From an optimization exercise on the open Yosys and OpenROAD flow, aimed at small area; shortcuts taken in it are not production practice. Function was checked by simulation only, so behaviour that the tests miss may differ from the original. Power figures rest on the tool's default switching activity, not on a simulated workload.

==> flow/design.v <==
module BreakoutControl(clk_50, strt, rst, L, R, tick, color, pix_x, pix_y, ball_x, ball_y, pad_x, bricks, win, lose);
input clk_50;
input strt, rst, L, R;
input tick;
output reg [2:0] color;
output [8:0] pix_x;
output [7:0] pix_y;
output [9:0] ball_x;
output [9:0] ball_y;
output [9:0] pad_x;
output [15:0] bricks;
output win, lose;
function [10:0] radd;
	input [10:0] a;
	input [10:0] b;
	input cin;
	integer i;
	reg c;
	begin
		c = cin;
		for (i = 0; i < 11; i = i + 1) begin
			radd[i] = a[i] ^ b[i] ^ c;
			c = (a[i] & b[i]) | (c & (a[i] | b[i]));
		end
	end
endfunction
function ge;
	input [10:0] v;
	input [10:0] c;
	integer i;
	reg r;
	begin
		r = 1'b1;
		for (i = 0; i < 11; i = i + 1)
			r = c[i] ? (v[i] & r) : (v[i] | r);
		ge = r;
	end
endfunction
reg ph25;
reg [8:0] x;    
reg [7:0] y;    
wire [10:0] xinc = radd({2'b0, x}, 11'd0, 1'b1);
wire [10:0] yinc = radd({3'b0, y}, 11'd0, 1'b1);
always @(posedge clk_50 or negedge rst)
	if (!rst) begin
		ph25 <= 1'b0;
		x <= 9'd0;
		y <= 8'd0;
	end else begin
		ph25 <= ~ph25;
		if (!ph25) begin
			if (x[8] & x[6]) begin             
				x <= 9'd0;
				y <= (&y[7:4]) ? 8'd0 : yinc[7:0];  
			end else
				x <= xinc[8:0];
		end
	end
localparam BS_START = 4'd0, BS_POS = 4'd1, BS_SMOVE = 4'd2, BS_MOVE = 4'd3,
           BS_SWY = 4'd4, BS_SWL = 4'd5, BS_SWR = 4'd6, BS_PAD = 4'd7, BS_DONE = 4'd8,
           BS_LOST = 4'd9;    
reg [3:0] bs;
reg [9:0] bx, by;
reg ud;            
reg [2:0] dx;      
reg [15:0] hit;
reg tbp, lrp, tbc, lrc;
reg [1:0] ps;
reg [7:0] px;      
reg pcol;
reg [2:0] pang;
always @(posedge clk_50 or negedge rst)
	if (!rst) bs <= BS_START;
	else if (tick)
		case (bs)
			BS_START: bs <= BS_POS;
			BS_POS:   if (!strt) bs <= BS_SMOVE;
			BS_SMOVE: bs <= BS_MOVE;
			BS_MOVE:
				if (tbc || by == 10'd1) bs <= BS_SWY;
				else if (bx == 10'd2 || bx == 10'd1) bs <= BS_SWL;
				else if (bx == 10'd318 || bx == 10'd319) bs <= BS_SWR;
				else if (lrc) bs <= BS_SWL;
				else if (pcol) bs <= BS_PAD;
				else if (by == 10'd240) bs <= BS_DONE;
			BS_SWY, BS_SWL, BS_SWR, BS_PAD: bs <= BS_MOVE;
			BS_DONE: bs <= BS_LOST;
			default: bs <= bs;
		endcase
wire lo = bs == BS_LOST;
wire mv  = tick && bs == BS_MOVE;
wire swy = tick && bs == BS_SWY;
wire bpad = tick && bs == BS_PAD;
wire swl = tick && bs == BS_SWL && dx[2];
wire swr = tick && bs == BS_SWR && !dx[2] && dx != 3'd0;
wire [3:0] xd = mv ? {dx[2], dx} : swl ? {3'b001, ~dx[0]} : swr ? {2'b11, dx[0], ~dx[0]} : 4'd0;
wire [2:0] yd = mv ? (ud ? 3'b111 : 3'b001) : swy ? (ud ? 3'b010 : 3'b110) : bpad ? 3'b111 : 3'b000;
wire [10:0] bxn = radd({1'b0, bx}, {{7{xd[3]}}, xd}, 1'b0);
wire [10:0] byn = radd({1'b0, by}, {{8{yd[2]}}, yd}, 1'b0);
always @(posedge clk_50 or negedge rst)
	if (!rst) begin
		bx <= 10'd160;
		by <= 10'd100;
		ud <= 1'b0;
		dx <= 3'd0;
	end else begin
		bx <= bxn[9:0];
		by <= byn[9:0];
		if (swy) ud <= ~ud;
		if (bpad) ud <= 1'b1;
		if (swl || swr) dx <= {~dx[2], dx[1] ^ dx[0], dx[0]};  
		if (bpad) dx <= pang - 3'd2;
	end
wire [10:0] pe = radd({2'b0, bx[8:0]}, {2'b11, 1'b1, ~px}, 1'b0);
wire coll = by == 10'd200 && !bx[9] && !pe[9] && !ge({2'b0, pe[8:0]}, 11'd79);
wire pmv = tick && ps[1] && !coll && (ps[0] ? px != 8'd240 : px != 8'd0);
wire [10:0] pxn = radd({3'b0, px}, {3'b0, {7{pmv & ~ps[0]}}, pmv}, 1'b0);  
always @(posedge clk_50 or negedge rst)
	if (!rst) ps <= 2'd0;
	else if (tick)
		case (ps)
			2'd0: if (!strt) ps <= 2'd1;
			2'd1: if (!L) ps <= 2'd2; else if (!R) ps <= 2'd3;
			2'd2: if (L) ps <= 2'd1;
			2'd3: if (R) ps <= 2'd1;
		endcase
always @(posedge clk_50 or negedge rst)
	if (!rst) begin
		pcol <= 1'b0;
		pang <= 3'd0;
	end else if (tick && ps != 2'd0) begin
		if (coll) begin
			pcol <= 1'b1;
			pang <= pe[6:4];
		end else if (ps == 2'd1)
			pcol <= 1'b0;
		else if (pmv)
			pcol <= 1'b0;
	end
always @(posedge clk_50 or negedge rst)
	if (!rst)
		px <= 8'd100;
	else
		px <= pxn[7:0];
reg prow, ptwo;
reg [2:0] pk;
wire [10:0] bx11 = {1'b0, bx};
wire [10:0] by11 = {1'b0, by};
wire row1tb = by == 10'd50 || by == 10'd70;
wire row1lr = ge(by11, 51) && !ge(by11, 70);
wire row2tb = by == 10'd19 || by == 10'd39;
wire row2lr = ge(by11, 20) && !ge(by11, 39);
wire rowtb = row1tb | row2tb;
wire rowlr = row1lr | row2lr;
wire row = row2tb | row2lr;            
wire g41 = ge(bx11, 41), g81 = ge(bx11, 81), g121 = ge(bx11, 121), g161 = ge(bx11, 161),
     g201 = ge(bx11, 201), g241 = ge(bx11, 241), g281 = ge(bx11, 281);
wire [2:0] K = {g161, (g81 & ~g161) | g241, (g41 & ~g81) | (g121 & ~g161) | (g201 & ~g241) | g281};
wire two = bx == 10'd41 || bx == 10'd81 || bx == 10'd121 || bx == 10'd161 || bx == 10'd201 || bx == 10'd241 || bx == 10'd281;
wire e2 = bx == 10'd2 || bx == 10'd42 || bx == 10'd82 || bx == 10'd122 || bx == 10'd162 || bx == 10'd202 || bx == 10'd242 || bx == 10'd282;
wire e40 = bx == 10'd40 || bx == 10'd80 || bx == 10'd120 || bx == 10'd160 || bx == 10'd200 || bx == 10'd240 || bx == 10'd280 || bx == 10'd320;
wire tbd = rowtb && ge(bx11, 2) && !ge(bx11, 321) && !two;
wire lrd = rowlr && (bx == 10'd1 || bx == 10'd321 || two || e2 || e40);
reg [15:0] pdec;
integer k;
always @(*)
	for (k = 0; k < 16; k = k + 1)
		pdec[k] = (tbp | lrp) && prow == k[3] && (pk == k[2:0] || (ptwo && pk == k[2:0] + 3'd1));
wire [15:0] live = ~hit & ~pdec;
wire [7:0] lrow = row ? live[15:8] : live[7:0];
wire liveA = lrow[K];
wire liveB = lrow[K - 3'd1];
always @(posedge clk_50 or negedge rst)
	if (!rst) begin
		hit <= 16'd0;
		prow <= 1'b0;
		ptwo <= 1'b0;
		pk <= 3'd0;
		tbp <= 1'b0;
		lrp <= 1'b0;
		tbc <= 1'b0;
		lrc <= 1'b0;
	end else if (tick) begin
		hit <= hit | pdec;
		prow <= row;
		pk <= K;
		ptwo <= lrd & two;
		tbp <= tbd & liveA;
		lrp <= lrd & (liveA | (two & liveB));
		tbc <= tbp;
		lrc <= lrp;
	end
reg [2:0] ds;      
reg [1:0] gs;      
wire W = gs == 2'd3;
wire started = ds != 3'd0;
always @(posedge clk_50 or negedge rst)
	if (!rst) begin
		gs <= 2'd0;
	end else begin
		if (started && gs == 2'd0) begin
			if (&hit) gs <= 2'd1;
			else if (lo) gs <= 2'd2;
		end else if (gs == 2'd1)
			gs <= 2'd3;
	end
wire over = lo | W;
wire [10:0] x11 = {2'b0, x};
wire [10:0] qe = radd(x11, {3'b111, ~px}, 1'b0);           
wire padpix = !qe[10] && !ge(qe, 11'd79) && ge({3'b0, y}, 201) && !ge({3'b0, y}, 210);
wire [10:0] bxd = radd(bx11, ~x11, 1'b1);                  
wire [10:0] byd = radd(by11, ~{3'b0, y}, 1'b1);            
wire ballpix = bx[9:1] != 9'd0 && by[9:1] != 9'd0 &&
               (bxd == 11'd0 || bxd == 11'd1 || bxd == 11'h7ff) &&
               (byd == 11'd0 || byd == 11'd1 || byd == 11'h7ff);
reg [7:0] colx;
always @(*)
	for (k = 0; k < 8; k = k + 1)
		colx[k] = ge(x11, 2 + 40 * k) && !ge(x11, 41 + 40 * k);
wire [10:0] y11 = {3'b0, y};
wire r1 = ge(y11, 51) && !ge(y11, 70);
wire r2 = ge(y11, 20) && !ge(y11, 39);
wire blkpix = (r1 && |(colx & ~hit[7:0])) || (r2 && |(colx & ~hit[15:8]));
wire [2:0] cls = (padpix || (ballpix && !over)) ? 3'd1 :
                 (blkpix && !over) ? 3'd2 :
                 lo ? 3'd5 : W ? 3'd4 : 3'd3;
always @(posedge clk_50 or negedge rst)
	if (!rst) begin
		ds <= 3'd0;
		color <= 3'b111;
	end else begin
		color <= ds;
		case (ds)
			3'd0: if (!strt) ds <= 3'd7;
			3'd7: ds <= cls;
			3'd6: ds <= ds;
			default: ds <= 3'd7;
		endcase
	end
assign pix_x = x;
assign pix_y = y;
assign ball_x = bx;
assign ball_y = by;
assign pad_x = {2'b00, px};
assign bricks = hit;
assign win = W;
assign lose = lo;
endmodule
==> flow/flow/run.sh <==
#!/bin/bash
set -euo pipefail
export BUFFER_PORTS_ARGS="-buffer_cell sky130_fd_sc_hd__buf_1"
export CTS_ARGS="-sink_clustering_enable -repair_clock_nets -dont_use_dummy_load -buf_list sky130_fd_sc_hd__clkbuf_8 -sink_clustering_size 30 -sink_clustering_max_diameter 400"
bash standard.sh > standard.log 2>&1
==> flow/standard.sh <==
#!/bin/bash
# synth_recipe.tcl (not shown) runs the flow's synth.tcl, then flattens the netlist and writes it again
# the make line also repeats each setting of config.mk as NAME=value (left out here)
make -C /OpenROAD-flow-scripts/flow DESIGN_CONFIG=/design/flow/config.mk WORK_HOME=/design/flow/orfs CLKGATE_MAP_FILE= SYNTH_SCRIPT=/design/flow/synth_recipe.tcl "${@:-finish}"
==> flow/config.mk <==
export PLATFORM = sky130hd
export DESIGN_NAME = BreakoutControl
export DESIGN_NICKNAME = BreakoutControl
export VERILOG_FILES = /design/flow/design.v
export SDC_FILE = /design/flow/constraint.sdc
export NUM_CORES = 4
export LEC_CHECK = 0
export CAP_MARGIN = 20
export CORE_MARGIN = 2
export CORE_UTILIZATION = 40
export SLEW_MARGIN = 20
==> flow/constraint.sdc <==
create_clock -name core_clock -period 10.0 [get_ports {clk_50}]
set_input_delay 2.0000 -clock core_clock [delete_from_list [all_inputs] [get_ports {clk_50}]]
set_output_delay 2.0000 -clock core_clock [all_outputs]
set_load 0.01 [all_outputs]
==> results of run 1 <==
layout make-up:
class / count / area [um^2] / share of cell area, %
multi-input combinational: 498 / 4040 / 55.2
sequential: 93 / 2340 / 32.0
timing repair buffer: 73 / 285 / 3.89
tap: 220 / 275 / 3.76
inverter: 69 / 259 / 3.54
clock buffer: 9 / 124 / 1.69
flip-flops by register name, summed over array words and instances (netlist names), 4 cells and up:
| name | flops |
|---|---|
| px | 8 |
| by | 10 |
| y | 8 |
| x | 9 |
| bx | 10 |
| bs | 4 |
| hit | 16 |
critical path, stage by stage (launching register included):
cell	delay (ps)
dfrtp_1	510
ha_1	270
fa_1	380
fa_1	400
fa_1	400
fa_1	360
inv_1	80
fa_1	180
fa_1	180
fa_1	410
nand2_1	80
nor3_1	40
nand3_1	120
nor3_1	70
nor3_1	410
inv_1	290
fa_1	480
fa_1	410
fa_1	400
fa_1	400
fa_1	380
inv_1	80
fa_1	180
xnor2_1	130
xnor2_1	80
worst max-delay path by stage:
stage          start    end  slack, ps
2_1_floorplan  px[0]  px[7]       3690
3_3_place_gp   bx[0]  px[7]       3380
3_5_place_dp   bx[0]  px[7]       3180
4_1_cts        bx[0]  px[7]       3150
5_1_grt        bx[0]  px[7]       2810
6_report       bx[0]  px[7]       3150
cells in the final DEF (no fill, tap or decap), drive strengths merged, types with 13 or more instances in the layout:
| cell type | count |
|---|---|
| buf | 72 |
| nand2 | 62 |
| fa | 51 |
| dfrtp | 82 |
| nor3 | 17 |
| a21oi | 24 |
| inv | 69 |
| o21bai | 15 |
| o21ai | 38 |
| nand3 | 16 |
| ha | 32 |
| nor4 | 13 |
| nor2 | 40 |
cells in the mapped netlist (all sizes together) (6+ instances only):
cell    number
dfrtp       82
inv         69
nand2       62
fa          51
nor2        40
o21ai       38
ha          32
a21oi       24
nor3        17
nand3       16
clkbuf      15
o21bai      15
nor4        13
nand4       12
o31ai       12
buf         11
dfstp       11
o22ai       11
mux2i       10
nand2b      10
xnor2        9
a22o         7
a31oi        7
or4          7
a41oi        6
nor2b        6
or2          6
or3          6
metal layers:
layer | share of wire [%] | routed length, um | track usage (%)
met1 | 45 | 7730 | 28.3
met2 | 47 | 8230 | 32.4
met3 | 6.1 | 1060 | 3.89
met4 | 1.9 | 327 | 5.67
met5 | 0 | 0 | 0
kinds of logic (layout without fill, tap and decap cells):
logic type      after synthesis  count (layout)  synth area share [%]
simple gates                219             219                  16.8
compound gates              165             165                  17.0
buf+inv                      95             151                  5.65
flops                        93              93                  34.7
fa+ha+maj                    83              83                  21.0
mux                          17              17                  2.98
xor+xnor                     12              12                  1.83
other cells                   1               2                0.0555
metrics by stage:
stage / power, uW / util [%] / cell area, um^2
finish: 1780 / 44.3 / 7330
CTS: 1790 / 44.3 / 7330
global route: 1950 / 44.3 / 7330
global placement: 1540 / 43.6 / 7200
floorplan: 1290 / - / 6760
detailed placement: 1580 / 43.6 / 7200
power breakdown:
| group | internal [uW] | total [uW] | switching, uW |
|---|---|---|---|
| combinational | 369 | 854 | 485 |
| sequential | 475 | 717 | 242 |
| clock | 80.9 | 205 | 124 |
| total | 925 | 1780 | 850 |
==> results.json, run 1 <==
{
  "drt_pass1_iterations": 6,
  "cts_sinks": 93,
  "reg2reg_depth": 24,
  "die_area_um2": 17900,
  "globalplace.congestion": 0.905,
  "avgSynthCellArea_um2": 9.86,
  "cp.required_ps": 10250,
  "cellPowerDensity_nw_per_um2": 242,
  "drt-initial-drc-count": 465,
  "layout.nets": 833,
  "grt_max_degree": 53,
  "ir_worst_vdd_mv": 0.128,
  "synth_area_um2": 6750,
  "synth_ff_type": "dfrtp_1",
  "die_y_um": 134,
  "postCtsSetupBuffers": 0,
  "fin_ws_ps": 3150,
  "min_period_ps": 6850,
  "grt_usage_pct": 20.3,
  "antenna_left": 0,
  "maxClockFrequency_ghz": 0.146,
  "port_buffers": 71,
  "drv_cap": 0,
  "die_w_um": 134,
  "leakage_uw": 0.00310,
  "post_drt_wl_per_cell_um": 18.0,
  "slew_headroom_pct": 44.6,
  "drive_above_1_share_pct": 6.06,
  "cts_resized": 0,
  "setup_viol": 0,
  "rsz0062_at_grt": "no",
  "r2r-end": "px[7]",
  "synth_top_area_share_pct": 30.4,
  "cts-buffers-inserted": 9,
  "wl_um": 17300,
  "core-area_um2": 16500,
  "place_ws_ps": 3180,
  "r2r_slack_ps": 3150,
  "hold_depth": 0,
  "synth_area_leaders": "dfrtp_1 (30%), fa_1 (15%), ha_1 (5.9%), dfstp_2 (4.3%), inv_1 (3.8%)",
  "hold_viol": 0,
  "drt-vias-per-instance": 5.73,
  "setup_tns_ps": 0,
  "grt_pass1_vias": 5348,
  "cts_max_path_buffers": 2,
  "antenna_found_initial": 0,
  "async_flop_share_pct": 100,
  "hp-start": "ds[0]",
  "clock_skew_ps": 30.2,
  "initial_core_util_pct": 40.9,
  "dp_cells": 953,
  "syn_to_final_growth_pct": 8.49,
  "hp-class": "reg2reg",
  "yosysUniqueCellTypes": 72,
  "worst_pin_slew_ps": 832,
  "cts_root_buf": "clkbuf_8",
  "clkLatencyLatePin_ps": 390,
  "r2r_start": "bx[0]",
  "critical_path_arrival_ps": 7100,
  "synth_edf_count": 0,
  "clk_pin_slew_ps": 100,
  "start_kind": "flop",
  "endpoint_kind": "flop",
  "slew_violations": 0,
  "yosys_register_bits": 93,
  "drcViolationCount": 0,
  "hold_slack_ps": 436,
  "finalNonFillerCells": 962,
  "whs_endpoint": "color[0]",
  "tritoncts": "built",
  "h-tree-depth": 3,
  "io-pin-count": 74,
  "ys_seq_area_share_pct": 34.7,
  "crit_type": "reg2reg",
  "overflow": 0,
  "fillers": 1583,
  "grt_pass1_wl_um": 28500,
  "yosys.area.top_type": "dfrtp_1",
  "place_hpwl_um": 13400,
  "ys_warn_count": 1,
  "route.vias.total": 5514,
  "n_antenna_cell": 0,
  "finalCritPeriodShare_pct": 68.5,
  "status": "finished clean",
  "synth_cells": 685,
  "hold_buffers": 0,
  "worstPathMaxFanout": 11,
  "rows": 47
}
==> run 2: changes to the inputs <==
==> flow/flow/run.sh (replaced) <==
#!/bin/bash
set -euo pipefail
export BUFFER_PORTS_ARGS="-buffer_cell sky130_fd_sc_hd__buf_1"
export CTS_ARGS="-sink_clustering_enable -repair_clock_nets -dont_use_dummy_load -buf_list sky130_fd_sc_hd__clkbuf_8"
bash standard.sh > standard.log 2>&1
==> run 2 against run 1 <==
Still clean; maximum frequency unchanged; flip-flop and latch count did not move; sequential share of layout area unchanged; worst hold slack unchanged; setup slack did not move; first-iteration DRC count unchanged.
==> results.json, run 2 <==
{
  "largest_reg_flops": 16,
  "reg_top3": "hit (16), bx (10), by (10)",
  "synth_area_um2": 6750,
  "globalplace.congestion": 0.905,
  "cts_sinks": 93,
  "finalNonFillerCells": 962,
  "synth_top_area_share_pct": 30.4,
  "h-tree-depth": 3,
  "synth_area_leaders": "dfrtp_1 (30%), fa_1 (15%), ha_1 (5.9%), dfstp_2 (4.3%), inv_1 (3.8%)",
  "drive_above_1_share_pct": 6.06,
  "top_register": "hit",
  "place_ws_ps": 3180,
  "multi_input_area_um2": 4040,
  "setup_viol": 0,
  "drcViolationCount": 0,
  "yosys.area.top_type": "dfrtp_1",
  "slew_violations": 0,
  "maxClockFrequency_ghz": 0.146,
  "crit_type": "reg2reg",
  "route.vias.total": 5514,
  "antenna_found_initial": 0,
  "leakage_uw": 0.00310,
  "die_y_um": 134,
  "fin_ws_ps": 3150,
  "syn_to_final_growth_pct": 8.49,
  "synth_common_cells": "dfrtp_1 (82), inv_1 (69), nand2_1 (62)",
  "die_w_um": 134,
  "drv_cap": 0,
  "mostFrequentLayoutCells": "dfrtp_1 (82), buf_1 (70), inv_1 (69)",
  "synth_cells": 685,
  "clk_pin_slew_ps": 100,
  "synth_ff_type": "dfrtp_1",
  "ys_seq_area_share_pct": 34.7,
  "drt_pass1_iterations": 6,
  "layout.nets": 833,
  "wl_um": 17300,
  "port_buffers": 71,
  "cts_root_buf": "clkbuf_8",
  "clkLatencyLatePin_ps": 390,
  "clock_skew_ps": 30.2,
  "grt_max_degree": 53,
  "dp_cells": 953,
  "place_hpwl_um": 13400,
  "grt_pass1_wl_um": 28500,
  "status": "finished clean",
  "avgSynthCellArea_um2": 9.86,
  "layout_commonest_cell": "dfrtp_1",
  "die_area_um2": 17900,
  "ys_warn_count": 1,
  "placed_cell_area_um2": 7200,
  "rsz0062_at_grt": "no",
  "cp.required_ps": 10250,
  "min_period_ps": 6850,
  "ir_worst_vdd_mv": 0.128,
  "synth_edf_count": 0,
  "cts_max_path_buffers": 2,
  "cellPowerDensity_nw_per_um2": 242,
  "finalCritPeriodShare_pct": 68.5,
  "drt-vias-per-instance": 5.73,
  "p_total_uw": 1780,
  "cts_resized": 0,
  "critical_path_arrival_ps": 7100,
  "slew_headroom_pct": 44.6,
  "grt_usage_pct": 20.3,
  "fin_area_um2": 7330,
  "async_flop_share_pct": 100,
  "cts-buffers-inserted": 9,
  "setup_tns_ps": 0,
  "initial_core_util_pct": 40.9,
  "antenna_left": 0,
  "worstPathMaxFanout": 11,
  "hold_viol": 0,
  "hold_buffers": 0,
  "postCtsSetupBuffers": 0,
  "yosysUniqueCellTypes": 72,
  "tritoncts": "built",
  "overflow": 0,
  "core-area_um2": 16500,
  "fillers": 1583,
  "yosys_register_bits": 93,
  "start_kind": "flop",
  "n_antenna_cell": 0,
  "drt-initial-drc-count": 465,
  "rows": 47,
  "post_drt_wl_per_cell_um": 18.0,
  "endpoint_kind": "flop",
  "yosysMostFrequentCell": "dfrtp_1",
  "seq_area_um2": 2340,
  "hp-class": "reg2reg",
  "worst_pin_slew_ps": 832,
  "io-pin-count": 74,
  "grt_pass1_vias": 5348
}
[run 2: cell counts after synthesis]
Identical to the previous run, type by type.
[run 2: cells by family after synthesis]
family,synth area share [%]
XOR/XNOR,1.83
adder cells (fa/ha/maj),21.0
flip-flops,34.7
buffers and inverters,5.65
multiplexers,2.98
other,0.0555
AND/OR/NAND/NOR,16.8
AO/OA/AOI/OAI,17.0
[run 2: through the flow]
step                      hold WS, ps  utilization (%)
after floorplan                   396                -
after global placement            415             43.6
after detailed placement          420             43.6
after CTS                         434             44.3
after global routing              460             44.3
final                             436             44.3
[run 2: area by class of cell]
class	count	area share, %
multi-input cells	498	55.2
flip-flops and latches	93	32.0
repair buffers	73	3.89
well taps	220	3.76
inverters	69	3.54
clock buffers	9	1.69
[run 2: path summary, 6_finish.rpt]
kind | cells past startpoint | startpoint | slack (ps) | to
worst max register to register | 24 | bx[0] | 3150 | px[7]
worst min-delay path | 0 | ds[0] | 440 | color[0]
worst max-delay path | 24 | bx[0] | 3150 | px[7]
max in group asynchronous | 2 | rst | 7270 | bs[2]
worst min register to register | 0 | ds[0] | 440 | color[0]
min in group asynchronous | 1 | rst | 1620 | y[7]
[run 2: worst max-delay path: stages, from the launching register on]
cell,delay [ps]
dfrtp_1,510
ha_1,270
fa_1,380
fa_1,400
fa_1,400
fa_1,360
inv_1,80
fa_1,180
fa_1,180
fa_1,410
nand2_1,80
nor3_1,40
nand3_1,120
nor3_1,70
nor3_1,410
inv_1,290
fa_1,480
fa_1,410
fa_1,400
fa_1,400
fa_1,380
inv_1,80
fa_1,180
xnor2_1,130
xnor2_1,80
[run 2: power by group]
group | internal, uW | switching, uW
Sequential | 475 | 242
Clock | 80.9 | 124
Combinational | 369 | 485
Total | 925 | 850
[run 2: per-layer routing]
| layer | track usage [%] | routed length, um | up-vias |
|---|---|---|---|
| li1 | - | - | 2557 |
| met1 | 28.3 | 7730 | 2718 |
| met2 | 32.4 | 8230 | 209 |
| met3 | 3.89 | 1060 | 30 |
| met4 | 5.67 | 327 | 0 |
| met5 | 0 | 0 | - |
==> run 3: changes to the inputs <==
==> flow/run.sh (new file) <==
#!/bin/bash
# synth_recipe.tcl (not shown) runs the flow's synth.tcl, then flattens the netlist and writes it again
# the make line also repeats each setting of config.mk as NAME=value (left out here)
make -C /OpenROAD-flow-scripts/flow DESIGN_CONFIG=/design/flow/config.mk WORK_HOME=/design/flow/orfs CLKGATE_MAP_FILE= SYNTH_SCRIPT=/design/flow/synth_recipe.tcl finish
removed: flow/flow/run.sh
removed: flow/standard.sh
==> run 3 against run 2 <==
Still clean; setup slack better by 0.81 ps; via count down 0.94%; global-route usage up 0.47 points; worst hold slack worse by 6.8 ps; non-clock buffer count unchanged; wire length up 2.5%; critical path type unchanged; highest routed layer unchanged.
==> results.json, run 3 <==
{
  "setup_viol": 0,
  "die_y_um": 134,
  "grt_pass1_wl_um": 29200,
  "tritoncts": "built",
  "clkLatencyLatePin_ps": 350,
  "rsz0062_at_grt": "no",
  "grt_pass1_vias": 5417,
  "drv_cap": 0,
  "largest_reg_flops": 16,
  "drcViolationCount": 0,
  "core-area_um2": 16500,
  "route.vias.total": 5462,
  "n_antenna_cell": 0,
  "postCtsSetupBuffers": 0,
  "drt_pass1_iterations": 5,
  "min_period_ps": 6850,
  "mostFrequentLayoutCells": "dfrtp_1 (82), clkdlybuf4s50_1 (70), inv_1 (69)",
  "port_buffers": 71,
  "cts-buffers-inserted": 9,
  "cts_resized": 0,
  "top_register": "hit",
  "start_kind": "flop",
  "critical_path_arrival_ps": 7080,
  "grt_usage_pct": 20.7,
  "r2r_slack_ps": 3150,
  "post_drt_wl_per_cell_um": 18.3,
  "yosysUniqueCellTypes": 72,
  "cp_common_cell": "fa_1",
  "setup_tns_ps": 0,
  "r2r_start": "bx[0]",
  "status": "finished clean",
  "place_hpwl_um": 13400,
  "hp-class": "reg2reg",
  "placed_cell_area_um2": 7640,
  "overflow": 0,
  "syn_to_final_growth_pct": 17.3,
  "reg_top3": "hit (16), bx (10), by (10)",
  "cellPowerDensity_nw_per_um2": 252,
  "p_total_uw": 1990,
  "synth_common_cells": "dfrtp_1 (82), inv_1 (69), nand2_1 (62)",
  "drt-initial-drc-count": 526,
  "yosysMostFrequentCell": "dfrtp_1",
  "hold_depth": 0,
  "synth_edf_count": 0,
  "crit_family": "adder cells",
  "worstPathMaxFanout": 11,
  "leakage_uw": 0.00335,
  "yosys.area.top_type": "dfrtp_1",
  "antenna_found_initial": 0,
  "h-tree-depth": 3,
  "rows": 47,
  "maxClockFrequency_ghz": 0.146,
  "grt_max_degree": 75,
  "r2r-end": "px[7]",
  "finalCritPeriodShare_pct": 68.5,
  "hold_buffers": 0,
  "fin_area_um2": 7920,
  "die_area_um2": 17900,
  "clock_skew_ps": 5.74,
  "yosys_register_bits": 93,
  "slew_violations": 0,
  "whs_endpoint": "color[0]",
  "drive_above_1_share_pct": 6.81,
  "drt-vias-per-instance": 5.64,
  "hold_viol": 0,
  "synth_area_leaders": "dfrtp_1 (30%), fa_1 (15%), ha_1 (5.9%), dfstp_2 (4.3%), inv_1 (3.8%)",
  "reg2reg_depth": 24,
  "worst_pin_slew_ps": 947,
  "initial_core_util_pct": 40.9,
  "cts_sinks": 93,
  "critPathMaxStageDelay_ps": 530,
  "clk_pin_slew_ps": 70,
  "fin_ws_ps": 3150,
  "io-pin-count": 74,
  "layout.nets": 833,
  "fillers": 1561,
  "die_w_um": 134,
  "synth_ff_type": "dfrtp_1",
  "cts_root_buf": "clkbuf_16",
  "antenna_left": 0,
  "ys_seq_area_share_pct": 34.7,
  "layout_commonest_cell": "dfrtp_1",
  "cp_slowest_cell": "dfrtp_1",
  "crit_type": "reg2reg",
  "wl_um": 17800,
  "dp_cells": 953,
  "hp-start": "ds[0]",
  "cts_max_path_buffers": 2,
  "synth_cells": 685,
  "avgSynthCellArea_um2": 9.86,
  "slew_headroom_pct": 36.8,
  "synth_area_um2": 6750,
  "ir_worst_vdd_mv": 0.161,
  "globalplace.congestion": 0.907,
  "endpoint_kind": "flop",
  "cp.required_ps": 10230,
  "synth_top_area_share_pct": 30.4,
  "async_flop_share_pct": 100,
  "place_ws_ps": 2810,
  "cp_cell_sequence": "ha_1 -> fa_1 -> fa_1 -> fa_1 -> fa_1 -> inv_1 -> fa_1 -> fa_1 -> fa_1 -> nand2_1 -> nor3_1 -> nand3_1 -> nor3_1 -> nor3_1 -> inv_1 -> fa_1 -> fa_1 -> fa_1 -> fa_1 -> fa_1 -> inv_1 -> fa_1 -> xnor2_1 -> xnor2_1",
  "finalNonFillerCells": 969,
  "cp_num_buf_inv": 3,
  "ys_warn_count": 1
}
run 3: final cells by class:
cell class	count	area (um^2)	share of cell area, %
clock buffer	11	243	3.07
clock inverter	5	35.0	0.442
inverter	69	259	3.27
multi-input combinational	498	4040	51.0
sequential	93	2340	29.6
tap	220	275	3.48
timing repair buffer	73	723	9.13
run 3: logic make-up after synthesis:
kind of cell / count (synthesis) / synth area share (%)
adder cells (fa/ha/maj): 83 / 21.0
multiplexers: 17 / 2.98
XOR/XNOR: 12 / 1.83
other: 1 / 0.0555
flip-flops: 93 / 34.7
buffers and inverters: 95 / 5.65
AND/OR/NAND/NOR: 219 / 16.8
AO/OA/AOI/OAI: 165 / 17.0
run 3: stage by stage:
step                      utilization (%)  hold slack (ps)
after floorplan                         -              396
after global placement               46.2              415
after detailed placement             46.2              415
after CTS                            47.9              425
after global routing                 47.9              449
final                                47.9              429
run 3: worst max path at each step:
stage	startpoint	end	slack, ps	depth (start not counted)
2_1_floorplan	px[0]	px[7]	3690	25
3_3_place_gp	tick	bx[9]	2970	16
3_5_place_dp	tick	bx[9]	2810	16
4_1_cts	bx[0]	px[7]	3110	24
5_1_grt	bx[0]	px[7]	2740	24
6_report	bx[0]	px[7]	3150	24
run 3: worst register-to-register path: cells and delay by family, from the launching register on:
family | cells | cell delay, ps
flip-flops | 1 | 530
AND/OR/NAND/NOR | 5 | 710
adder cells (fa/ha/maj) | 14 | 4850
buffers and inverters | 3 | 430
XOR/XNOR | 2 | 210
run 3: routing by layer:
layer / global-route usage (%) / vias up / wire length (um)
met1: 29.3 / 2685 / 8230
met5: 0 / - / 0
met2: 32.9 / 174 / 8330
met3: 2.87 / 29 / 901
met4: 7.27 / 0 / 307
li1: - / 2574 / -
run 3: where the power goes:
group	internal, uW	switching [uW]	leakage, uW
sequential	475	247	0.00113
clock	176	155	0.000136
combinational	450	488	0.00209
==> run 4: changes to the inputs <==
==> flow/flow/run.sh (new file) <==
#!/bin/bash
# The standard layout (standard.sh) with three changes:
#  - after the standard synthesis, ABC maps the logic between the registers
#    again, for area; the registers and tie cells stay exactly as synthesised
#    (same cells, same instance names);
#  - every port gets the smallest buffer;
#  - the clock tree is built from clkbuf_8 without dummy loads.
# Each tool writes its full output to a log file here.
set -euo pipefail
here=$(pwd)
export BUFFER_PORTS_ARGS="-buffer_cell sky130_fd_sc_hd__buf_1"
export CTS_ARGS="-sink_clustering_enable -repair_clock_nets -dont_use_dummy_load -buf_list sky130_fd_sc_hd__clkbuf_8"

bash standard.sh synth > synth.log 2>&1

res=orfs/results/$FLOW_PLATFORM/BreakoutControl/base
pv() { make -s -C "$FLOW_HOME" DESIGN_CONFIG="$here/config.mk" WORK_HOME="$here/orfs" "print-$1" | sed "s/^$1: //"; }
lib=$(pv LIB_FILES)
du=""
for c in $(pv DONT_USE_CELLS); do du="$du -dont_use $c"; done
cp "$res/1_2_yosys.v" "$here/synth_standard.v"

# black-box models of the flip-flops and tie cells, so that they stay as they are
cat > stubs.ys <<EOS
read_liberty -lib -ignore_miss_func $lib
write_verilog -blackboxes $here/cells_bb.v
EOS
yosys -s stubs.ys > stubs.log 2>&1
awk '/^module /{keep=($2 ~ /^sky130_fd_sc_hd__(df|conb_1)/)} keep{print} /^endmodule/{keep=0}' cells_bb.v > keep_bb.v

# every other cell is read as its logic function, flattened and mapped again
cat > remap.ys <<EOS
read_verilog -lib $here/keep_bb.v
read_liberty -ignore_miss_func -ignore_redef $lib
read_verilog $here/synth_standard.v
hierarchy -top $FLOW_TOP
flatten
rename -hide w:*.*
delete t:\$scopeinfo
opt -purge
abc -liberty $lib $du -script $here/flow/remap.abc
opt_clean -purge
hilomap -singleton -hicell sky130_fd_sc_hd__conb_1 HI -locell sky130_fd_sc_hd__conb_1 LO
splitnets
opt_clean -purge
write_verilog -noattr -noexpr -nohex -nodec $here/synth_remap0.v
EOS
yosys -s remap.ys > remap.log 2>&1

python3 flow/fixnets.py synth_remap0.v synth_remap1.v > fixnets.log 2>&1

cat > finish.ys <<EOS
read_liberty -lib -ignore_miss_func $lib
read_verilog $here/synth_remap1.v
hierarchy -top $FLOW_TOP
opt_clean -purge
insbuf -buf sky130_fd_sc_hd__buf_4 A X
check -assert
tee -o $here/remap_stat.txt stat -liberty $lib
write_verilog -noattr -noexpr -nohex -nodec $here/synth_remap.v
EOS
yosys -s finish.ys > finish.log 2>&1

cp "$here/synth_remap.v" "$res/1_2_yosys.v"
rm -f "$res/1_synth.odb" "$res/1_synth.sdc"
bash standard.sh > layout.log 2>&1
==> flow/flow/fixnets.py (new file) <==
#!/usr/bin/env python3
"""Join output ports to the nets that drive them in a flat gate netlist.

Yosys leaves assigns such as  assign {y[2], y[0]} = {_12_, _40_};  when a port
bit is driven through an internal net. For each assigned port bit whose net is
a private 1-bit net used by no other assigned port bit, the net is renamed to
the port bit everywhere and the assign is dropped. Assigns left over are
written one bit per line (insbuf then buffers them).
usage: fixnets.py in.v out.v
"""
import re
import sys

src = open(sys.argv[1]).read()

def bits(expr):
    expr = expr.strip()
    if expr.startswith('{'):
        expr = expr[1:-1]
    out = []
    for item in [t.strip() for t in expr.split(',')]:
        m = re.fullmatch(r'(\\?\S+?)\s*\[(\d+):(\d+)\]', item)
        if m:
            hi, lo = int(m.group(2)), int(m.group(3))
            step = -1 if hi >= lo else 1
            out += ['%s[%d]' % (m.group(1), i) for i in range(hi, lo + step, step)]
        else:
            out.append(item)
    return out

pairs = []
def grab(m):
    l, r = bits(m.group(1)), bits(m.group(2))
    assert len(l) == len(r), m.group(0)
    pairs.extend(zip(l, r))
    return ''
body = re.sub(r'^\s*assign\s+(.*?)\s*=\s*(.*?);\s*$', grab, src, flags=re.M)

use = {}
for l, r in pairs:
    use[r] = use.get(r, 0) + 1
rename = {}
left = []
for l, r in pairs:
    if re.fullmatch(r'_\d+_', r) and use[r] == 1 and re.fullmatch(r'\w+\[\d+\]', l):
        rename[r] = l
    else:
        left.append((l, r))

def sub(m):
    n = m.group(0)
    return rename.get(n, n)
body = re.sub(r'(?<![\w$\\])_\d+_(?![\w$])', sub, body)
# drop the declarations of the renamed nets (they now read "wire port[i];")
body = re.sub(r'^\s*wire\s+\w+\[\d+\]\s*;\s*\n', '', body, flags=re.M)
extra = ''.join('  assign %s = %s;\n' % (l, r) for l, r in left)
body = re.sub(r'^endmodule', extra + 'endmodule', body, count=1, flags=re.M)
open(sys.argv[2], 'w').write(body)
print('joined %d port bits, left %d assigns' % (len(rename), len(left)))
==> flow/flow/remap.abc (new file) <==
strash
dc2
dch -f
map -a
topo
strash
dc2
dch -f
map -a
topo
==> flow/standard.sh (new file) <==
#!/bin/bash
# synth_recipe.tcl (not shown) runs the flow's synth.tcl, then flattens the netlist and writes it again
# the make line also repeats each setting of config.mk as NAME=value (left out here)
make -C /OpenROAD-flow-scripts/flow DESIGN_CONFIG=/design/flow/config.mk WORK_HOME=/design/flow/orfs CLKGATE_MAP_FILE= SYNTH_SCRIPT=/design/flow/synth_recipe.tcl "${@:-finish}"
removed: flow/run.sh
==> run 4 against run 3 <==
Flip-flop and latch count is the same; synthesized cell count grew 39%; clock skew grew 26 ps; final area shrank 10%; setup slack gained 1200 ps; wire length grew 11%; cell count grew 29%; worst hold slack lost 16 ps; largest cell class unchanged; highest routed layer unchanged.
==> results.json, run 4 <==
{
  "finalNonFillerCells": 1250,
  "synth_cells": 952,
  "largest_reg_flops": 16,
  "place_hpwl_um": 15500,
  "postCtsSetupBuffers": 0,
  "cts_sinks": 93,
  "status": "finished clean",
  "grt_pass1_wl_um": 32100,
  "hp-class": "reg2reg",
  "io-pin-count": 74,
  "reg2reg_depth": 27,
  "endpoint_kind": "flop",
  "layout.nets": 1042,
  "min_period_ps": 5700,
  "top_register": "hit",
  "avgSynthCellArea_um2": 6.77,
  "cp.required_ps": 10260,
  "clk_pin_slew_ps": 90,
  "cp_cell_sequence": "buf_1 -> buf_4 -> clkinv_1 -> nor2_1 -> clkinv_1 -> nor2_1 -> nand2_1 -> nand3_1 -> nand2_1 -> a21oi_1 -> clkinv_1 -> nor2_1 -> clkinv_1 -> a21oi_1 -> o21ai_0 -> nor2_1 -> nor2_1 -> nor2_1 -> nand2_1 -> nand2_1 -> nand2_1 -> a21oi_1 -> nand2_1 -> xnor2_1",
  "dp_cells": 1241,
  "worst_pin_slew_ps": 825,
  "antenna_left": 0,
  "setup_viol": 0,
  "critical_path_arrival_ps": 5960,
  "post_drt_wl_per_cell_um": 15.8,
  "core-area_um2": 15800,
  "globalplace.congestion": 0.911,
  "cellPowerDensity_nw_per_um2": 141,
  "worstPathMaxFanout": 14,
  "die_w_um": 131,
  "ys_warn_count": 1,
  "placed_cell_area_um2": 7010,
  "synth_area_um2": 6450,
  "clock_skew_ps": 31.3,
  "finalCritPeriodShare_pct": 57.0,
  "drt-vias-per-instance": 5.48,
  "slew_violations": 0,
  "fin_area_um2": 7130,
  "n_antenna_cell": 0,
  "drcViolationCount": 0,
  "rows": 46,
  "cts_max_path_buffers": 2,
  "layout_commonest_cell": "nor2_1",
  "critPathMaxStageDelay_ps": 460,
  "cts-buffers-inserted": 9,
  "drv_cap": 0,
  "start_kind": "input port",
  "hold_viol": 0,
  "crit_type": "in2reg",
  "clkLatencyLatePin_ps": 380,
  "cts_resized": 0,
  "ir_worst_vdd_mv": 0.126,
  "syn_to_final_growth_pct": 10.6,
  "grt_usage_pct": 24.0,
  "die_y_um": 131,
  "grt_pass1_vias": 6379,
  "wl_um": 19700,
  "maxClockFrequency_ghz": 0.176,
  "port_buffers": 71,
  "antenna_found_initial": 0,
  "slew_headroom_pct": 45.0,
  "cp_slowest_cell": "a21oi_1",
  "mostFrequentLayoutCells": "nor2_1 (190), nand2_1 (183), clkinv_1 (133)",
  "drt-initial-drc-count": 462,
  "route.vias.total": 6853,
  "hold_depth": 0,
  "tritoncts": "built",
  "rsz0062_at_grt": "no",
  "grt_max_degree": 69,
  "hold_buffers": 0,
  "h-tree-depth": 3,
  "die_area_um2": 17200,
  "drt_pass1_iterations": 6,
  "reg_top3": "hit (16), bx (10), by (10)",
  "setup_tns_ps": 0,
  "initial_core_util_pct": 40.7,
  "drive_above_1_share_pct": 2.90,
  "overflow": 0,
  "p_total_uw": 1010,
  "cts_root_buf": "clkbuf_8",
  "leakage_uw": 0.00278,
  "fin_util_pct": 45.0
}
[run 4: changes by cell type in the layout (fill, tap and decap cells not counted), sizes merged, moves of 27 or more]
cell | before | now
inv | 70 | 0
clkdlybuf4s50 | 70 | 0
nand2 | 62 | 183
nor2 | 40 | 190
o21ai | 38 | 84
xor2 | 3 | 30
clkinv | 3 | 133
fa | 51 | 0
buf | 3 | 73
ha | 32 | 0
[run 4: layout make-up]
| class | instances | area [um^2] |
|---|---|---|
| inverters | 133 | 499 |
| flip-flops and latches | 93 | 2340 |
| well taps | 216 | 270 |
| repair buffers | 74 | 293 |
| clock buffers | 9 | 124 |
| fillers | 1694 | 8700 |
| multi-input cells | 725 | 3600 |
[run 4: path summary, 6_finish.rpt]
path | from | slack (ps) | endpoint
worst max-delay path | tick | 4300 | by[9]
worst min-delay path | ds[2] | 410 | color[2]
worst max register to register | bx[0] | 5070 | px[7]
worst min register to register | ds[2] | 410 | color[2]
max in group asynchronous | rst | 7250 | bx[0]
min in group asynchronous | rst | 1560 | hit[13]
[run 4: worst max-delay path: cells and delay by family]
family | cells | cell delay (ps)
AOI/OAI and AO/OA | 4 | 990
xor gates and xnor gates | 1 | 120
buffers and inverters | 6 | 1120
and+or+nand+nor | 13 | 1700
[run 4: report_power, final]
part           leakage (uW)  switching, uW  internal, uW  total, uW
registers           0.00105           63.7           422        486
clock network     0.0000647            128          81.0        209
logic               0.00167            207           105        312
[run 4: per-layer routing]
| layer | wire (um) | track usage (%) | share of wire (%) | vias to the layer above |
|---|---|---|---|---|
| li1 | - | - | - | 3392 |
| met4 | 467 | 9.32 | 2.4 | 0 |
| met2 | 8870 | 38.3 | 45 | 251 |
| met3 | 1140 | 4.03 | 5.7 | 37 |
| met1 | 9270 | 32.6 | 47 | 3173 |
| met5 | 0 | 0 | 0 | - |
[run 4: through the flow]
step,worst slack [ps],hold WS [ps]
after CTS,4370,417
after global routing,3610,437
after detailed placement,3990,404
after global placement,4080,400
after floorplan,4930,375
final,4300,413
==> run 5: changes to the inputs <==
--- a/flow/flow/run.sh
+++ b/flow/flow/run.sh
@@ -1,8 +1,9 @@
 #!/bin/bash
 # The standard layout (standard.sh) with three changes:
-#  - after the standard synthesis, ABC maps the logic between the registers
-#    again, for area; the registers and tie cells stay exactly as synthesised
-#    (same cells, same instance names);
+#  - after the standard synthesis, ABC optimises the logic between the
+#    registers again (deepsyn) and maps it for area (amap); the registers and
+#    tie cells stay exactly as synthesised (same cells, same instance names).
+#    If that step fails, the standard netlist is laid out instead;
 #  - every port gets the smallest buffer;
 #  - the clock tree is built from clkbuf_8 without dummy loads.
 # Each tool writes its full output to a log file here.
@@ -45,9 +46,9 @@
 opt_clean -purge
 write_verilog -noattr -noexpr -nohex -nodec $here/synth_remap0.v
 EOS
-yosys -s remap.ys > remap.log 2>&1
+yosys -s remap.ys > remap.log 2>&1 || true
 
-python3 flow/fixnets.py synth_remap0.v synth_remap1.v > fixnets.log 2>&1
+python3 flow/fixnets.py synth_remap0.v synth_remap1.v > fixnets.log 2>&1 || true
 
 cat > finish.ys <<EOS
 read_liberty -lib -ignore_miss_func $lib
@@ -59,8 +60,16 @@
 tee -o $here/remap_stat.txt stat -liberty $lib
 write_verilog -noattr -noexpr -nohex -nodec $here/synth_remap.v
 EOS
-yosys -s finish.ys > finish.log 2>&1
+rm -f synth_remap.v
+yosys -s finish.ys > finish.log 2>&1 || rm -f synth_remap.v
 
-cp "$here/synth_remap.v" "$res/1_2_yosys.v"
+# use the new netlist only if it has exactly the standard netlist's registers
+regs() { grep -oE '^ *sky130_fd_sc_hd__df[a-z0-9_]+ +[^ ]+' "$1" | sed 's/^ *//' | sort; }
+if [[ -s synth_remap.v ]] && [[ "$(regs synth_remap.v)" == "$(regs synth_standard.v)" ]]; then
+  cp "$here/synth_remap.v" "$res/1_2_yosys.v"
+  echo "laying out the remapped netlist" > choice.log
+else
+  echo "remap failed; laying out the standard netlist" > choice.log
+fi
 rm -f "$res/1_synth.odb" "$res/1_synth.sdc"
 bash standard.sh > layout.log 2>&1
==> flow/flow/remap.abc (replaced) <==
strash
&get -n
&deepsyn -T 120
&put
strash
dc2
dch -f
amap
topo
strash
dc2
dch -f
amap
topo
strash
dc2
dch -f
amap
topo
==> run 5 against run 4 <==
Worst hold slack better by 0.85 ps; setup slack improved by 260 ps; still clean on timing, DRC and antenna; clock power about the same; wire length shrank 5.7%; non-clock buffer count unchanged; count of clock-buffer cells in the layout unchanged; cell count is 15% lower; final area decreased by 8.2%; total power decreased by 10%.
==> results.json, run 5 <==
{
  "status": "finished clean",
  "r2r-end": "tbp",
  "setup_viol": 0,
  "post_drt_wl_per_cell_um": 17.4,
  "setup_tns_ps": 0,
  "hp-class": "reg2reg",
  "r2r_slack_ps": 5330,
  "critPathLaunch": "tick",
  "drcViolationCount": 0,
  "layout_commonest_cell": "nor2_1",
  "cts_root_buf": "clkbuf_8",
  "layout.nets": 891,
  "crit_type": "in2reg",
  "drt-vias-per-instance": 5.90,
  "fillers": 1511,
  "initial_core_util_pct": 40.7,
  "reg_top3": "hit (16), bx (10), by (10)",
  "synth_cells": 801,
  "clockPowerShare_pct": 22.9,
  "die_area_um2": 15700,
  "route.vias.total": 6300,
  "overflow": 0,
  "io-pin-count": 74,
  "r2r_start": "by[8]",
  "antenna_found_initial": 0,
  "tritoncts": "built",
  "mostFrequentLayoutCells": "nor2_1 (155), clkinv_1 (120), dfrtp_1 (82)",
  "worst_pin_slew_ps": 1040,
  "multi_input_area_um2": 3100,
  "grt_pass1_wl_um": 31000,
  "cts_max_path_buffers": 2,
  "cellPowerDensity_nw_per_um2": 138,
  "antenna_left": 0,
  "worstPathMaxFanout": 12,
  "ir_worst_vdd_mv": 0.114,
  "placed_cell_area_um2": 6410,
  "rows": 44,
  "slew_headroom_pct": 28.9,
  "p_total_uw": 902,
  "drt_pass1_iterations": 5,
  "wl_um": 18600,
  "critical_path_arrival_ps": 5730,
  "postCtsSetupBuffers": 0,
  "maxClockFrequency_ghz": 0.184,
  "rsz0062_at_grt": "no",
  "place_hpwl_um": 14200,
  "clk_pin_slew_ps": 90,
  "seq_area_um2": 2340,
  "p_sw_share_pct": 36.2,
  "p_int_uw": 576,
  "avgSynthCellArea_um2": 7.37,
  "grt_max_degree": 65,
  "clock_skew_ps": 20.0,
  "power_frac_seq_pct": 52.4,
  "grt_usage_pct": 24.3,
  "hold_viol": 0,
  "start_kind": "input port",
  "largest_reg_flops": 16,
  "cp-endpoint": "bx[7]",
  "drive_above_1_share_pct": 2.83,
  "die_y_um": 125,
  "synth_area_um2": 5900,
  "drt-initial-drc-count": 614,
  "hold_buffers": 0,
  "top_register": "hit",
  "min_period_ps": 5440,
  "fin_area_um2": 6540,
  "clkLatencyLatePin_ps": 380,
  "port_buffers": 71,
  "p_switching_uw": 326,
  "leakage_uw": 0.00229,
  "reg2reg_depth": 16,
  "ys_warn_count": 1,
  "h-tree-depth": 3,
  "endpoint_kind": "flop",
  "cts_sinks": 93,
  "syn_to_final_growth_pct": 10.9,
  "cts-buffers-inserted": 9,
  "cts_resized": 0,
  "core-area_um2": 14500,
  "drv_cap": 0,
  "grt_pass1_vias": 5841,
  "n_antenna_cell": 0,
  "cp.required_ps": 10300,
  "globalplace.congestion": 0.936,
  "finalCritPeriodShare_pct": 54.4,
  "die_w_um": 125,
  "slew_violations": 0,
  "combPwrFrac_pct": 24.7
}
==> run 5: power by group through the flow <==
stage	sequential [uW]	combinational [uW]	clock [uW]
after floorplan	473	148	0
after global placement	479	220	0
after detailed placement	478	221	0
after CTS	472	222	214
after global routing	480	258	230
final	473	223	206
==> run 5: worst min-delay path by stage <==
stage / start / to / slack (ps) / cells after the start
CTS: ds[2] / color[2] / 410 / 0
finish: ds[2] / color[2] / 410 / 0
floorplan: ds[2] / color[2] / 370 / 0
detailed placement: ds[2] / color[2] / 380 / 0
global placement: ds[2] / color[2] / 400 / 0
global route: ds[1] / color[1] / 440 / 0
==> run 5: through the flow <==
step | utilization [%] | hold WS (ps) | setup WS, ps | std cells
final | 45.2 | 414 | 4560 | 1067
after global routing | 45.2 | 438 | 4000 | 1067
after CTS | 45.1 | 414 | 4580 | 1067
after detailed placement | 44.3 | 384 | 4180 | 1058
after global placement | 44.3 | 398 | 4330 | 1058
after floorplan | - | 367 | 5360 | 802
==> run 5: critical path: stages <==
cell and delay (ps):
buf_1 380, clkinv_1 440, nor2_1 310, nand2_1 130, clkinv_1 70, o211ai_1 80, a22oi_1 210, o21a_1 220
a21oi_1 100, nor2_1 170, nor2_1 50, o21ai_0 130, a21oi_1 130, nand2_1 110, o21ai_0 120, nand2_1 120
nor2_1 50, o22ai_1 270, clkinv_1 180, o21ai_0 170, nor2_1 90, o21ai_0 170
==> run 5: per-layer routing <==
layer / up-vias / wire, um / global-route usage (%)
li1: 3083 / - / -
met1: 2939 / 8860 / 35.9
met2: 246 / 8030 / 35.5
met3: 32 / 1230 / 6.08
met4: 0 / 489 / 6.54
met5: - / 0 / 0
==> run 5: area by class of cell <==
| cell class | count | area share, % |
|---|---|---|
| multi-input combinational | 587 | 47.4 |
| inverter | 120 | 6.89 |
| timing repair buffer | 74 | 4.48 |
| tap | 184 | 3.52 |
| clock buffer | 9 | 1.89 |
| sequential | 93 | 35.8 |
==> run 6: changes to the inputs <==
--- a/flow/design.v
+++ b/flow/design.v
@@ -2,7 +2,7 @@
 input clk_50;
 input strt, rst, L, R;
 input tick;
-output reg [2:0] color;
+output [2:0] color;
 output [8:0] pix_x;
 output [7:0] pix_y;
 output [9:0] ball_x;
@@ -190,10 +190,11 @@
 		tbc <= tbp;
 		lrc <= lrp;
 	end
-reg [2:0] ds;      
+reg st, dp;
+reg [2:0] dc;
 reg [1:0] gs;      
 wire W = gs == 2'd3;
-wire started = ds != 3'd0;
+wire started = st;
 always @(posedge clk_50 or negedge rst)
 	if (!rst) begin
 		gs <= 2'd0;
@@ -226,17 +227,20 @@
                  lo ? 3'd5 : W ? 3'd4 : 3'd3;
 always @(posedge clk_50 or negedge rst)
 	if (!rst) begin
-		ds <= 3'd0;
-		color <= 3'b111;
-	end else begin
-		color <= ds;
-		case (ds)
-			3'd0: if (!strt) ds <= 3'd7;
-			3'd7: ds <= cls;
-			3'd6: ds <= ds;
-			default: ds <= 3'd7;
-		endcase
-	end
+		st <= 1'b0;
+		dp <= 1'b0;
+		dc <= 3'b111;
+	end else if (!st) begin
+		dc <= 3'd0;
+		if (!strt) begin
+			st <= 1'b1;
+			dp <= 1'b1;
+		end
+	end else begin
+		dp <= ~dp;
+		if (dp) dc <= cls;
+	end
+assign color = (st && !dp) ? 3'b111 : dc;
 assign pix_x = x;
 assign pix_y = y;
 assign ball_x = bx;
==> run 6 against run 5 <==
Still clean; register-to-register slack better by 100 ps; sequential share of layout area down 0.46 points; global-route usage down 1.1 points; wire length down 1.8%; critical path depth up 5; cell count up 0.84%; critical path type unchanged.
==> results.json, run 6 <==
{
  "die_y_um": 126,
  "synth_area_um2": 5910,
  "hold_depth": 1,
  "dp_cells": 1067,
  "maxClockFrequency_ghz": 0.157,
  "status": "finished clean",
  "top_register": "hit",
  "port_buffers": 71,
  "drt_pass1_iterations": 5,
  "min_period_ps": 6390,
  "rsz0062_at_grt": "no",
  "grt_usage_pct": 23.3,
  "hold_slack_ps": 498,
  "cts_sinks": 92,
  "finalNonFillerCells": 1076,
  "worstPathMaxFanout": 12,
  "start_kind": "input port",
  "syn_to_final_growth_pct": 11.0,
  "clock_skew_ps": 26.2,
  "reg_top3": "hit (16), bx (10), by (10)",
  "core-area_um2": 14500,
  "drv_cap": 0,
  "grt_pass1_vias": 5610,
  "grt_max_degree": 51,
  "leakage_uw": 0.00234,
  "cts_root_buf": "clkbuf_8",
  "clkLatencyLatePin_ps": 390,
  "cp-endpoint": "bx[9]",
  "synth_cells": 808,
  "critPathLaunch": "tick",
  "io-pin-count": 74,
  "n_antenna_cell": 0,
  "layout_commonest_cell": "nor2_1",
  "mostFrequentLayoutCells": "nor2_1 (178), clkinv_1 (121), dfrtp_1 (81)",
  "layout.nets": 900,
  "postCtsSetupBuffers": 0,
  "worst_pin_slew_ps": 802,
  "clk_pin_slew_ps": 80,
  "r2r_start": "bx[4]",
  "drt-initial-drc-count": 734,
  "cellPowerDensity_nw_per_um2": 186,
  "antenna_found_initial": 0,
  "rows": 44,
  "antenna_left": 0,
  "cp_num_buf_inv": 7,
  "wl_um": 18300,
  "drive_above_1_share_pct": 2.91,
  "largest_reg_flops": 16,
  "h-tree-depth": 3,
  "grt_pass1_wl_um": 29400,
  "crit_type": "in2reg",
  "avgSynthCellArea_um2": 7.31,
  "ir_worst_vdd_mv": 0.153,
  "finalCritPeriodShare_pct": 63.9,
  "setup_tns_ps": 0,
  "slew_violations": 0,
  "die_area_um2": 15800,
  "critical_path_arrival_ps": 6650,
  "r2r-end": "lrp",
  "drt-vias-per-instance": 5.82,
  "slew_headroom_pct": 46.1,
  "cts_resized": 0,
  "post_drt_wl_per_cell_um": 17.0,
  "initial_core_util_pct": 40.8,
  "drcViolationCount": 0,
  "hold_viol": 0,
  "route.vias.total": 6267,
  "globalplace.congestion": 0.957,
  "hold_buffers": 0,
  "cts_max_path_buffers": 2,
  "ys_warn_count": 1,
  "cp_common_cell": "nor2_1",
  "crit_cells": 27,
  "tritoncts": "built",
  "hp-class": "reg2reg",
  "cp.required_ps": 10260,
  "overflow": 0,
  "die_w_um": 126,
  "critPathMaxStageDelay_ps": 500,
  "reg2reg_depth": 19,
  "crit_family": "simple AND/OR/NAND/NOR gates",
  "endpoint_kind": "flop",
  "r2r_slack_ps": 5430,
  "cts-buffers-inserted": 9,
  "cp_slowest_cell": "clkinv_1",
  "setup_viol": 0,
  "place_hpwl_um": 14000
}
-- run 6: worst min path at each step --
| stage | slack [ps] | end | from |
|---|---|---|---|
| global route | 520 | ph25 | ph25 |
| finish | 500 | ph25 | ph25 |
| floorplan | 450 | dx[0] | pang[0] |
| CTS | 500 | ph25 | ph25 |
| detailed placement | 480 | ph25 | ph25 |
| global placement | 470 | dc[2] | dc[2] |
-- run 6: metrics by stage --
stage	instance area, um^2	setup slack, ps	util [%]	total power (uW)
2_1_floorplan	5910	4630	-	848
3_3_place_gp	6430	3370	44.4	1010
3_5_place_dp	6430	3230	44.4	1010
4_1_cts	6560	3630	45.3	1220
5_1_grt	6560	2830	45.3	1310
6_report	6560	3610	45.3	1220
-- run 6: final cells by class --
type	count	area, um^2
clock buffers	9	124
fillers	1566	7920
inverters	121	454
multi-input cells	594	3120
flip-flops and latches	92	2320
well taps	184	230
repair buffers	76	308
-- run 6: routing by layer --
metal	vias up	global-route usage [%]	routed length, um
li1	3080	-	-
met1	2945	33.5	8420
met2	225	36.0	8370
met3	17	4.02	1250
met4	0	6.80	244
met5	-	0	0
-- run 6: power by group --
group / switching [uW] / internal [uW] / total (uW)
sequential: 92.6 / 420 / 513
combinational: 332 / 169 / 500
clock: 124 / 80.9 / 205
==> run 7: changes to the inputs <==
==> flow/flow/run.sh (replaced) <==
#!/bin/bash
# The standard layout (standard.sh) with three changes:
#  - after the standard synthesis, ABC optimises the logic between the
#    registers again (deepsyn, four seeds in parallel) and maps it for area
#    (amap); the smallest result is laid out. The registers and tie cells stay
#    exactly as synthesised (same cells, same instance names). If that step
#    fails, the standard netlist is laid out instead;
#  - every port gets the smallest buffer;
#  - the clock tree is built from clkbuf_8 without dummy loads.
# Each tool writes its full output to a log file here.
set -euo pipefail
here=$(pwd)
export BUFFER_PORTS_ARGS="-buffer_cell sky130_fd_sc_hd__buf_1"
export CTS_ARGS="-sink_clustering_enable -repair_clock_nets -dont_use_dummy_load -buf_list sky130_fd_sc_hd__clkbuf_8"
DEEPSYN_SECONDS=240

bash standard.sh synth > synth.log 2>&1

res=orfs/results/$FLOW_PLATFORM/BreakoutControl/base
pv() { make -s -C "$FLOW_HOME" DESIGN_CONFIG="$here/config.mk" WORK_HOME="$here/orfs" "print-$1" | sed "s/^$1: //"; }
lib=$(pv LIB_FILES)
du=""
for c in $(pv DONT_USE_CELLS); do du="$du -dont_use $c"; done
cp "$res/1_2_yosys.v" "$here/synth_standard.v"

# black-box models of the flip-flops and tie cells, so that they stay as they are
cat > stubs.ys <<EOS
read_liberty -lib -ignore_miss_func $lib
write_verilog -blackboxes $here/cells_bb.v
EOS
yosys -s stubs.ys > stubs.log 2>&1
awk '/^module /{keep=($2 ~ /^sky130_fd_sc_hd__(df|conb_1)/)} keep{print} /^endmodule/{keep=0}' cells_bb.v > keep_bb.v

remap() {
  local s=$1
  sed "s/@T@/$DEEPSYN_SECONDS/; s/@S@/$s/" flow/remap.abc > remap_$s.abc
  # every other cell is read as its logic function, flattened and mapped again
  cat > remap_$s.ys <<EOS
read_verilog -lib $here/keep_bb.v
read_liberty -ignore_miss_func -ignore_redef $lib
read_verilog $here/synth_standard.v
hierarchy -top $FLOW_TOP
flatten
rename -hide w:*.*
delete t:\$scopeinfo
opt -purge
abc -liberty $lib $du -script $here/remap_$s.abc
opt_clean -purge
hilomap -singleton -hicell sky130_fd_sc_hd__conb_1 HI -locell sky130_fd_sc_hd__conb_1 LO
splitnets
opt_clean -purge
write_verilog -noattr -noexpr -nohex -nodec $here/remap0_$s.v
EOS
  yosys -s remap_$s.ys > remap_$s.log 2>&1 || return 0
  python3 flow/fixnets.py remap0_$s.v remap1_$s.v > fixnets_$s.log 2>&1 || return 0
  cat > finish_$s.ys <<EOS
read_liberty -lib -ignore_miss_func $lib
read_verilog $here/remap1_$s.v
hierarchy -top $FLOW_TOP
opt_clean -purge
insbuf -buf sky130_fd_sc_hd__buf_4 A X
check -assert
tee -o $here/remap_stat_$s.txt stat -liberty $lib
write_verilog -noattr -noexpr -nohex -nodec $here/remap_$s.v
EOS
  yosys -s finish_$s.ys > finish_$s.log 2>&1 || rm -f remap_$s.v
}
for s in 1 2 3 4; do remap $s & done
wait

# lay out the smallest new netlist that has exactly the standard netlist's registers
regs() { grep -oE '^ *sky130_fd_sc_hd__df[a-z0-9_]+ +[^ ]+' "$1" | sed 's/^ *//' | sort; }
best=""
bestarea=""
for s in 1 2 3 4; do
  [[ -s remap_$s.v && -s remap_stat_$s.txt ]] || continue
  [[ "$(regs remap_$s.v)" == "$(regs synth_standard.v)" ]] || continue
  a=$(grep "Chip area" remap_stat_$s.txt | awk '{print $NF}')
  if [[ -z "$best" ]] || awk "BEGIN{exit !($a < $bestarea)}"; then best=$s; bestarea=$a; fi
done
if [[ -n "$best" ]]; then
  cp "$here/remap_$best.v" "$here/synth_remap.v"
  cp "$here/synth_remap.v" "$res/1_2_yosys.v"
  echo "laying out the remapped netlist of seed $best (area $bestarea)" > choice.log
else
  echo "remap failed; laying out the standard netlist" > choice.log
fi
rm -f "$res/1_synth.odb" "$res/1_synth.sdc"
bash standard.sh > layout.log 2>&1
==> flow/flow/remap.abc (replaced) <==
strash
&get -n
&deepsyn -T @T@ -S @S@
&put
strash
dc2
dch -f
amap
topo
strash
dc2
dch -f
amap
topo
strash
dc2
dch -f
amap
topo
==> run 7 against run 6 <==
Largest power group is now combinational logic; sequential power increased by 26%; synthesized cell count shrank 1.9%; non-clock buffer count unchanged.
==> results.json, run 7 <==
{
  "status": "finished clean",
  "initial_core_util_pct": 40.5,
  "cp_slowest_cell": "buf_1",
  "die_area_um2": 15500,
  "endpoint_kind": "flop",
  "power_frac_seq_pct": 37.4,
  "worst_pin_slew_ps": 1070,
  "slew_violations": 0,
  "reg2reg_depth": 18,
  "hold_viol": 0,
  "cts_max_path_buffers": 2,
  "min_period_ps": 5630,
  "rsz0062_at_grt": "no",
  "critical_path_arrival_ps": 5870,
  "leakage_uw": 0.00230,
  "grt_usage_pct": 23.7,
  "die_y_um": 125,
  "layout_commonest_cell": "nor2_1",
  "largest_reg_flops": 16,
  "dp_cells": 1052,
  "finalCritPeriodShare_pct": 56.3,
  "h-tree-depth": 3,
  "io-pin-count": 74,
  "core-area_um2": 14400,
  "cts_sinks": 92,
  "clk_pin_slew_ps": 90,
  "crit_type": "in2reg",
  "cts_resized": 0,
  "grt_pass1_wl_um": 29900,
  "rows": 44,
  "overflow": 0,
  "drcViolationCount": 0,
  "avgSynthCellArea_um2": 7.33,
  "die_w_um": 125,
  "setup_tns_ps": 0,
  "r2r_slack_ps": 5100,
  "ys_warn_count": 1,
  "clkLatencyLatePin_ps": 380,
  "port_buffers": 71,
  "p_sw_share_pct": 50.4,
  "reg_top3": "hit (16), bx (10), by (10)",
  "tritoncts": "built",
  "drv_cap": 0,
  "r2r-end": "lrp",
  "route.vias.total": 6074,
  "p_switching_uw": 872,
  "cp_cell_sequence": "buf_1 -> clkinv_1 -> nor2_1 -> nand2_1 -> nor2_1 -> clkinv_1 -> nor2_1 -> clkinv_1 -> o22ai_1 -> nand2_1 -> o21ai_0 -> a21oi_1 -> nor2_1 -> o22ai_1 -> a21oi_1 -> clkinv_1 -> nor2_1 -> o21ai_0 -> clkinv_1 -> o21ai_0 -> nand2_1 -> o21ai_0",
  "critPathMaxStageDelay_ps": 530,
  "maxClockFrequency_ghz": 0.178,
  "combPwrFrac_pct": 51.0,
  "layout.nets": 885,
  "cts_root_buf": "clkbuf_8",
  "whs_endpoint": "dc[2]",
  "syn_to_final_growth_pct": 11.2,
  "grt_max_degree": 49,
  "clockPowerShare_pct": 11.6,
  "drive_above_1_share_pct": 2.96,
  "hp-class": "reg2reg",
  "postCtsSetupBuffers": 0,
  "globalplace.congestion": 0.933,
  "synth_area_um2": 5810,
  "drt_pass1_iterations": 6,
  "antenna_left": 0,
  "drt-initial-drc-count": 523,
  "start_kind": "input port",
  "p_int_uw": 859,
  "hold_buffers": 0,
  "cp.required_ps": 10240,
  "ir_worst_vdd_mv": 0.154,
  "antenna_found_initial": 0,
  "finalNonFillerCells": 1061,
  "synth_cells": 793,
  "drt-vias-per-instance": 5.72,
  "setup_viol": 0,
  "cts-buffers-inserted": 9,
  "wl_um": 18100,
  "r2r_start": "bx[5]",
  "mostFrequentLayoutCells": "nor2_1 (183), clkinv_1 (113), dfrtp_1 (81)",
  "grt_pass1_vias": 5636,
  "worstPathMaxFanout": 15,
  "post_drt_wl_per_cell_um": 17.0,
  "clock_skew_ps": 30.3,
  "n_antenna_cell": 0,
  "cellPowerDensity_nw_per_um2": 268,
  "hold_depth": 2,
  "slew_headroom_pct": 26.5,
  "top_register": "hit",
  "hp-start": "dc[2]",
  "place_hpwl_um": 13900
}
run 7: metal layers:
metal / up-vias / GRT usage [%] / part of all wire, %
met1: 2820 / 34.4 / 47
met2: 201 / 36.8 / 46
li1: 3022 / - / -
met4: 0 / 7.67 / 1.9
met5: - / 0 / 0
met3: 31 / 3.05 / 5.3
run 7: worst max path at each step:
stage,start,cells past startpoint,to,slack [ps]
after global placement,tick,22,bx[9],4170
after detailed placement,tick,22,bx[9],4070
after floorplan,bx[7],20,lrp,5230
after CTS,tick,22,bx[9],4440
after global routing,tick,22,bx[9],3870
final,tick,22,bx[9],4370
run 7: final cells by class:
cell class,count,area (um^2)
repair buffers,76,308
fillers,1503,7900
multi-input cells,587,3060
inverters,113,424
flip-flops and latches,92,2320
clock buffers,9,124
well taps,184,230
run 7: metrics by stage:
step	hold WS, ps	worst slack, ps	power (uW)	utilization (%)	cell area (um^2)
2_1_floorplan	450	5230	1230	-	5820
3_3_place_gp	474	4170	1530	44.1	6340
3_5_place_dp	474	4070	1520	44.1	6340
4_1_cts	492	4440	1730	45.0	6460
5_1_grt	518	3870	1890	45.0	6460
6_report	493	4370	1730	45.0	6460
run 7: power by group through the flow:
stage                     sequential [uW]  combinational (uW)  clock [uW]
after global placement                654                 871           0
after detailed placement              652                 870           0
after CTS                             645                 874         208
after global routing                  665                 997         225
after floorplan                       620                 612           0
final                                 648                 882         200
run 7: critical path: cells and delay by family:
family | cells | cell delay [ps]
AND/OR/NAND/NOR | 8 | 1230
buffers and inverters | 6 | 1470
AO/OA/AOI/OAI | 8 | 1170

-- static timing again, ports no longer ideal --
The flow's constraints put no driver on any port. The routed layouts listed below were extracted and timed again, unchanged, in two steps.
Step 1, drivers: a clkbuf_16 drives clk_50 and a buf_2 each remaining input, both assumed.
Step 2 also shifts input and output timing later by t, the mid clock arrival at the registers, as if the neighbouring blocks saw the same clock.
Three values: ideal, step 1, step 2; two values: the first two.
run | shift t [ns] | setup WS [ns] | hold WS [ns] | pins driven straight from the clock port
run 1 | 0.408 | 3.145 / 3.145 / 3.145 | 0.436 / 0.436 / 0.436 | 1
run 2 | 0.408 | 3.145 / 3.145 / 3.145 | 0.436 / 0.436 / 0.436 | 1
run 3 | 0.395 | 3.146 / 3.146 / 2.793 | 0.429 / 0.429 / 0.429 | 1
run 4 | 0.406 | 4.304 / 4.317 / 3.911 | 0.413 / 0.413 / 0.413 | 1
run 5 | 0.407 | 4.563 / 4.573 / 4.166 | 0.414 / 0.414 / 0.414 | 1
run 6 | 0.406 | 3.614 / 3.622 / 3.216 | 0.498 / 0.498 / 0.498 | 1
run 7 | 0.406 | 4.369 / 4.380 / 3.974 | 0.493 / 0.493 / 0.493 | 1
After both steps setup and hold are still met in every run listed. The setup slack of run 6, which loses most, moves by +0.008 ns with the drivers and by -0.398 ns with both steps.
